Source: an optimization exercise on an open RTL-to-GDS flow (aim: small area). Production flows keep margins and buffers that such runs may drop.
The RTL was checked by simulation tests, not by an equivalence proof against the original design.
The clock port is modelled as an ideal driver, which makes a skipped or thinned clock tree look cheaper than it is; a real chip needs a root buffer or a tree.
Power figures rest on the tool's default switching activity, not on a simulated workload.

// attitude_estimation
module attitude_estimation(
    input clk,
    input reset,
    output SCLK,
    output MOSI,
    input  MISO_G,
    output SS_G,
    input  MISO_A,
    output SS_A,
    output [15:0] gyro_x,
    output [15:0] gyro_y,
    output [15:0] accl_x,
    output [15:0] accl_y,
    output [15:0] accl_z
    );
    reg [3:0] c; reg [2:0] j; reg a, b1, b2;
    wire gyro = ~a & (b1 | b2);
    wire ovh = j[2];
    wire c15 = &c;
    always @(posedge clk)
        if (reset) begin c <= 4'd12; j <= 3'd4; {a, b1, b2} <= 3'b000; end
        else begin
            c <= (c15 & (j == 3)) ? 4'd12 : c + 4'd1;
            if (c15) begin
                case (j)
                  0: j <= gyro ? 3'd2 : 3'd1;
                  1: j <= 3'd2;
                  2: j <= 3'd3;
                  3: j <= 3'd4;
                  default: j <= 3'd0;
                endcase
                if (ovh) case ({a, b1, b2})
                  3'b010: {a, b1, b2} <= 3'b001;
                  3'b001: {a, b1, b2} <= 3'b110;
                  3'b110: {a, b1, b2} <= 3'b101;
                  3'b101: {a, b1, b2} <= 3'b111;
                  default: {a, b1, b2} <= 3'b010;
  ...
export LEC_CHECK = 0
export CAP_MARGIN = 20
export CORE_MARGIN = 2
export CORE_UTILIZATION = 70
export CTS_BUF_LIST = sky130_fd_sc_hd__clkbuf_8
export PLACE_DENSITY = 0.8
export SLEW_MARGIN = 20
create_clock -name core_clock -period 16.0 [get_ports {clk}]
standard.sh (not shown) runs the stock make flow with config.mk's settings and CLKGATE_MAP_FILE= SYNTH_SCRIPT=/design/flow/synth_recipe.tcl, a recipe that flattens the netlist after the stock synthesis.
==> flow/flow/run.sh <==
#!/bin/bash
# Standard layout, except: port buffers use the smallest buffer cell, and
# clock tree synthesis inserts no dummy loads.
set -euo pipefail
export BUFFER_PORTS_ARGS="-buffer_cell sky130_fd_sc_hd__buf_1"
export CTS_ARGS="-sink_clustering_enable -repair_clock_nets -dont_use_dummy_load -buf_list \"sky130_fd_sc_hd__clkbuf_4 sky130_fd_sc_hd__clkbuf_8\""
bash standard.sh finish > standard_finish.log 2>&1
Change:
==> flow/flow/run.sh (replaced) <==
#!/bin/bash
# Standard layout, except: port buffers use the smallest buffer cell, and
# clock tree synthesis inserts no dummy loads.
set -euo pipefail
export BUFFER_PORTS_ARGS="-buffer_cell sky130_fd_sc_hd__buf_1"
export CTS_ARGS="-sink_clustering_enable -repair_clock_nets -dont_use_dummy_load -buf_list sky130_fd_sc_hd__clkbuf_8 -sink_clustering_size 30 -sink_clustering_max_diameter 80"
bash standard.sh finish > standard_finish.log 2>&1
After rerunning:
- clock skew does not change
- cell count does not change
- clock-buffer cell count stays the same
- combinational power stays flat
Change:
==> flow/flow/run.sh (replaced) <==
#!/bin/bash
# Standard layout, except: port buffers use the smallest buffer cell, and
# clock tree synthesis inserts no dummy loads.
set -euo pipefail
export BUFFER_PORTS_ARGS="-buffer_cell sky130_fd_sc_hd__buf_1"
export CTS_ARGS="-sink_clustering_enable -repair_clock_nets -dont_use_dummy_load -buf_list sky130_fd_sc_hd__clkbuf_8 -sink_buffer_max_cap_derate 1.0"
bash standard.sh finish > standard_finish.log 2>&1
After rerunning: The new run ran to the end with no violations; design area is unchanged; synthesized cell count does not change; routed wire length does not change; total power stays the same; sequential share of layout area does not change; sequential power hardly moves; via count stays the same.
Change:
==> flow/flow/run.sh (replaced) <==
#!/bin/bash
set -euo pipefail
export BUFFER_PORTS_ARGS="-buffer_cell sky130_fd_sc_hd__buf_1"
export CTS_ARGS="-sink_clustering_enable -repair_clock_nets -dont_use_dummy_load -buf_list sky130_fd_sc_hd__clkbuf_8 -sink_clustering_size 30 -sink_clustering_max_diameter 80"
export PRE_CTS_TCL="$PWD/flow/pre_cts.tcl"
bash standard.sh finish > standard_finish.log 2>&1
==> flow/flow/pre_cts.tcl (new file) <==
set_max_fanout 40 [current_design]
What happened:
- maximum frequency fell by 0.37%
- synthesized area does not change
- sequential power stays flat
- non-clock buffer count rose by 9
- via count rose by 2.5%
- flip-flop and latch count stays the same
- die area is unchanged
- register-to-register slack degrades by 0.05 ns
Change:
==> flow/flow/run.sh (replaced) <==
#!/bin/bash
# Standard layout, except: port buffers use the smallest buffer cell, and
# clock tree synthesis inserts no dummy loads.
set -euo pipefail
export BUFFER_PORTS_ARGS="-buffer_cell sky130_fd_sc_hd__buf_1"
export CTS_ARGS="-repair_clock_nets -dont_use_dummy_load -buf_list sky130_fd_sc_hd__clkbuf_8"
bash standard.sh finish > standard_finish.log 2>&1
removed: flow/flow/pre_cts.tcl
Result: The changed run ran to the end with no violations. Worst hold slack got worse by 0.0051 ns. Worst setup slack improved by 0.046 ns. Via count went down by 2.5%. Total power went down by 0.58%. Non-clock buffer count went down by 9. Global-route usage stays the same. Synthesized cell count stays the same. Clock-buffer cell count does not change. Clock power stays flat. Final area went down by 1.5%. Cell count went down by 1.2%.

---

## red
Another version of the RTL of attitude_estimation (not shown whole).
For scale: ~540 cells after synthesis, roughly 170 flip-flops, ~88 I/O pins, about 6700 um^2 of cells after synthesis.
make LEC_CHECK=0 CAP_MARGIN=20 CORE_MARGIN=2 CORE_UTILIZATION=70 CTS_BUF_LIST=sky130_fd_sc_hd__clkbuf_8 CTS_CLUSTER_DIAMETER=150 CTS_CLUSTER_SIZE=40 PLACE_DENSITY=0.8 SLEW_MARGIN=20 finish   # period 16.0 ns
run.sh (not shown) runs the stock make flow with config.mk's settings and CLKGATE_MAP_FILE= SYNTH_SCRIPT=/design/flow/synth_recipe.tcl, a recipe that flattens the netlist after the stock synthesis.
Stock flow here: none of the scripts above is used.
## Diff of input files: blue against red
Settings: removing CTS_CLUSTER_SIZE (formerly 40); removing CTS_CLUSTER_DIAMETER (formerly 150).
[summary]
As far as total power is concerned, blue and red perform about the same.
Number of multi-input combinational cells in the layout: red vs blue identical
From red to blue, power density over the cells did not move at all.
blue -> red: final sequential cell count delta 0, exact match
red and blue ended up with nearly the same overflow left after global routing.
~same register-to-register setup slack in red and blue
No stage failed in blue, and the final checks on the layout all came back clean.
Post-synthesis instance area: blue vs red identical
Antenna violation net count after detailed routing came out exactly the same in red and blue.

---

Another version of the RTL of attitude_estimation (not shown whole).
Size in the first run: roughly 88 I/O pins, ~6700 um2 of cells after synthesis.
==> flow/config.mk <==
export PLATFORM = sky130hd
export DESIGN_NAME = attitude_estimation
export DESIGN_NICKNAME = attitude_estimation
export VERILOG_FILES = /design/flow/design.v
export SDC_FILE = /design/flow/constraint.sdc
export NUM_CORES = 4
export LEC_CHECK = 0
export CAP_MARGIN = 20
export CORE_MARGIN = 2
export CORE_UTILIZATION = 70
export CTS_BUF_LIST = sky130_fd_sc_hd__clkbuf_8
export PLACE_DENSITY = 0.8
export SLEW_MARGIN = 20
==> flow/constraint.sdc <==
create_clock -name core_clock -period 16.0 [get_ports {clk}]
set_input_delay 3.2000 -clock core_clock [delete_from_list [all_inputs] [get_ports {clk}]]
set_output_delay 3.2000 -clock core_clock [all_outputs]
set_load 0.01 [all_outputs]
standard.sh (not shown) runs the stock make flow with config.mk's settings and CLKGATE_MAP_FILE= SYNTH_SCRIPT=/design/flow/synth_recipe.tcl, a recipe that flattens the netlist after the stock synthesis.
==> flow/flow/run.sh <==
#!/bin/bash
# Standard layout, except: port buffers use the smallest buffer cell, and
# the clock tree is one root buffer feeding LEAF_COUNT leaf buffers, each
# driving one cluster of nearby flip-flops (flow/cts_hook.tcl).
set -euo pipefail
export BUFFER_PORTS_ARGS="-buffer_cell sky130_fd_sc_hd__buf_1"
export PRE_CTS_TCL="$PWD/flow/cts_hook.tcl"
export LEAF_COUNT=5
export ROOT_CELL=sky130_fd_sc_hd__clkbuf_4
export LEAF_CELL=sky130_fd_sc_hd__clkbuf_16
bash standard.sh finish > standard_finish.log 2>&1
==> flow/flow/cts_hook.tcl <==
# Clock tree: instead of TritonCTS's H-tree, the clock port drives a few
# leaf clock buffers directly, each feeding one cluster of nearby
# flip-flops (recursive median bisection of the placed flip-flop positions).
set ::leaf_count [expr {[info exists ::env(LEAF_COUNT)] ? $::env(LEAF_COUNT) : 4}]
set ::leaf_cell [expr {[info exists ::env(LEAF_CELL)] ? $::env(LEAF_CELL) : "sky130_fd_sc_hd__clkbuf_8"}]
set ::root_cell [expr {[info exists ::env(ROOT_CELL)] ? $::env(ROOT_CELL) : ""}]

rename clock_tree_synthesis orfs_clock_tree_synthesis
proc clock_tree_synthesis {args} {
  set block [ord::get_db_block]
  set net [$block findNet clk]
  set its {}
  set xs {}
  set ys {}
  foreach it [$net getITerms] {
    set inst [$it getInst]
    set bb [$inst getBBox]
    lappend its $it
    lappend xs [expr {([$bb xMin] + [$bb xMax]) / 2.0}]
    lappend ys [expr {([$bb yMin] + [$bb yMax]) / 2.0}]
  }
  set n [llength $its]
  set k $::leaf_count
  # balanced clusters: split a group that is to hold kk clusters at the
  # matching quantile of the longer side of its bounding box, recursively
  set todo [list [list [lsearch -all [lrepeat $n 1] 1] $k]]
  set groups {}
  while {[llength $todo] > 0} {
    lassign [lindex $todo 0] grp kk
    set todo [lrange $todo 1 end]
    if {$kk == 1} { lappend groups $grp; continue }
    set gx [lmap i $grp {lindex $xs $i}]
    set gy [lmap i $grp {lindex $ys $i}]
    set w [expr {[tcl::mathfunc::max {*}$gx] - [tcl::mathfunc::min {*}$gx]}]
    set h [expr {[tcl::mathfunc::max {*}$gy] - [tcl::mathfunc::min {*}$gy]}]
    if {$w >= $h} { set key $gx } else { set key $gy }
    set srt [lsort -real -indices $key]
    set k1 [expr {$kk / 2}]
    set cut [expr {([llength $grp] * $k1 + $kk / 2) / $kk}]
    lappend todo [list [lmap j [lrange $srt 0 [expr {$cut - 1}]] {lindex $grp $j}] $k1]
    lappend todo [list [lmap j [lrange $srt $cut end] {lindex $grp $j}] [expr {$kk - $k1}]]
  }
  set asg [lrepeat $n 0]
  set cx {}
  set cy {}
  for {set c 0} {$c < $k} {incr c} {
    set sx 0.0; set sy 0.0
    foreach i [lindex $groups $c] {
      lset asg $i $c
      set sx [expr {$sx + [lindex $xs $i]}]
      set sy [expr {$sy + [lindex $ys $i]}]
    }
    set m [llength [lindex $groups $c]]
    lappend cx [expr {$sx / $m}]
    lappend cy [expr {$sy / $m}]
  }
  set master [[ord::get_db] findMaster $::leaf_cell]
  set src $net
  if {$::root_cell ne ""} {
    # one root buffer, at the mean of the cluster centres, between the
    # clock port and the leaf buffers
    set rb [odb::dbInst_create $block [[ord::get_db] findMaster $::root_cell] "clkroot"]
    set src [odb::dbNet_create $block "clknet_root"]
    $src setSigType CLOCK
    [$rb findITerm A] connect $net
    [$rb findITerm X] connect $src
    set sx 0.0; set sy 0.0
    for {set c 0} {$c < $k} {incr c} {
      set sx [expr {$sx + [lindex $cx $c]}]
      set sy [expr {$sy + [lindex $cy $c]}]
    }
    $rb setLocation [expr {int($sx / $k)}] [expr {int($sy / $k)}]
    $rb setPlacementStatus PLACED
  }
  for {set c 0} {$c < $k} {incr c} {
    set b [odb::dbInst_create $block $master "clkleaf_$c"]
    set ln [odb::dbNet_create $block "clknet_leaf_$c"]
    $ln setSigType CLOCK
    [$b findITerm A] connect $src
    [$b findITerm X] connect $ln
    set m 0
    for {set i 0} {$i < $n} {incr i} {
      if {[lindex $asg $i] == $c} {
        set it [lindex $its $i]
        $it disconnect
        $it connect $ln
        incr m
      }
    }
    $b setLocation [expr {int([lindex $cx $c])}] [expr {int([lindex $cy $c])}]
    $b setPlacementStatus PLACED
    puts "clock leaf $c: $m sinks at [lindex $cx $c] [lindex $cy $c]"
  }
  set_propagated_clock [all_clocks]
}
The baseline finished with timing, DRC and antenna clean.
Rerun with:
--- a/flow/flow/run.sh
+++ b/flow/flow/run.sh
@@ -7,5 +7,5 @@
 export PRE_CTS_TCL="$PWD/flow/cts_hook.tcl"
-export LEAF_COUNT=5
-export ROOT_CELL=sky130_fd_sc_hd__clkbuf_4
-export LEAF_CELL=sky130_fd_sc_hd__clkbuf_16
+export LEAF_COUNT=10
+export ROOT_CELL=sky130_fd_sc_hd__clkbuf_8
+export LEAF_CELL=sky130_fd_sc_hd__clkbuf_8
 bash standard.sh finish > standard_finish.log 2>&1
The changed run completed with no timing, DRC or antenna violations.
Final area stays flat.
Clock power rises by about 3%.
Total power came out higher by 0.81%.
Via count drops by 1.2%.
Synthesized area stays the same.
No run of this note takes its clock network from TritonCTS; it comes from the design's own scripts or RTL.

-- afterwards: timing with drivers on the ports --
No port has a modelled driver above. Below, the same layouts with a new extraction and two added sets of constraints. Step 1: set_driving_cell puts a clkbuf_16 on clk and a buf_2 on each other input, an assumption about the parent block. Step 2 times the ports against the registers' clock, not the clock port: input delays grow and output delays shrink by t, the midpoint of the rising clock arrivals with the driver on. Three values: ideal, step 1, step 2; two values: the first two.
| run | t (ns) | setup WS [ns] | latest minus earliest clock arrival (ns) | worst register clock-pin slew, ns | cell pins on the clock port's net |
|---|---|---|---|---|---|
| the first run of note 1 | 0.462 | 3.590 / 3.590 / 3.590 | 0.035 / 0.035 | 0.10 / 0.10 | 1 |
| the second run of note 1 | 0.462 | 3.590 / 3.590 / 3.590 | 0.035 / 0.035 | 0.10 / 0.10 | 1 |
| the third run of note 1 | 0.462 | 3.590 / 3.590 / 3.590 | 0.035 / 0.035 | 0.10 / 0.10 | 1 |
| the fourth run of note 1 | 0.464 | 3.543 / 3.543 / 3.543 | 0.035 / 0.035 | 0.10 / 0.10 | 1 |
| the fifth run of note 1 | 0.462 | 3.590 / 3.590 / 3.590 | 0.035 / 0.035 | 0.10 / 0.10 | 1 |
| red | 0.470 | 3.290 / 3.290 / 3.290 | 0.017 / 0.017 | 0.10 / 0.10 | 1 |
| blue | 0.470 | 3.290 / 3.290 / 3.290 | 0.017 / 0.017 | 0.10 / 0.10 | 1 |
| the first run of note 3 | 0.498 | 2.811 / 2.811 / 2.811 | 0.013 / 0.013 | 0.12 / 0.12 | 1 |
| the second run of note 3 | 0.433 | 2.823 / 2.823 / 2.823 | 0.023 / 0.022 | 0.12 / 0.12 | 1 |
After both steps every run listed still meets setup and hold.
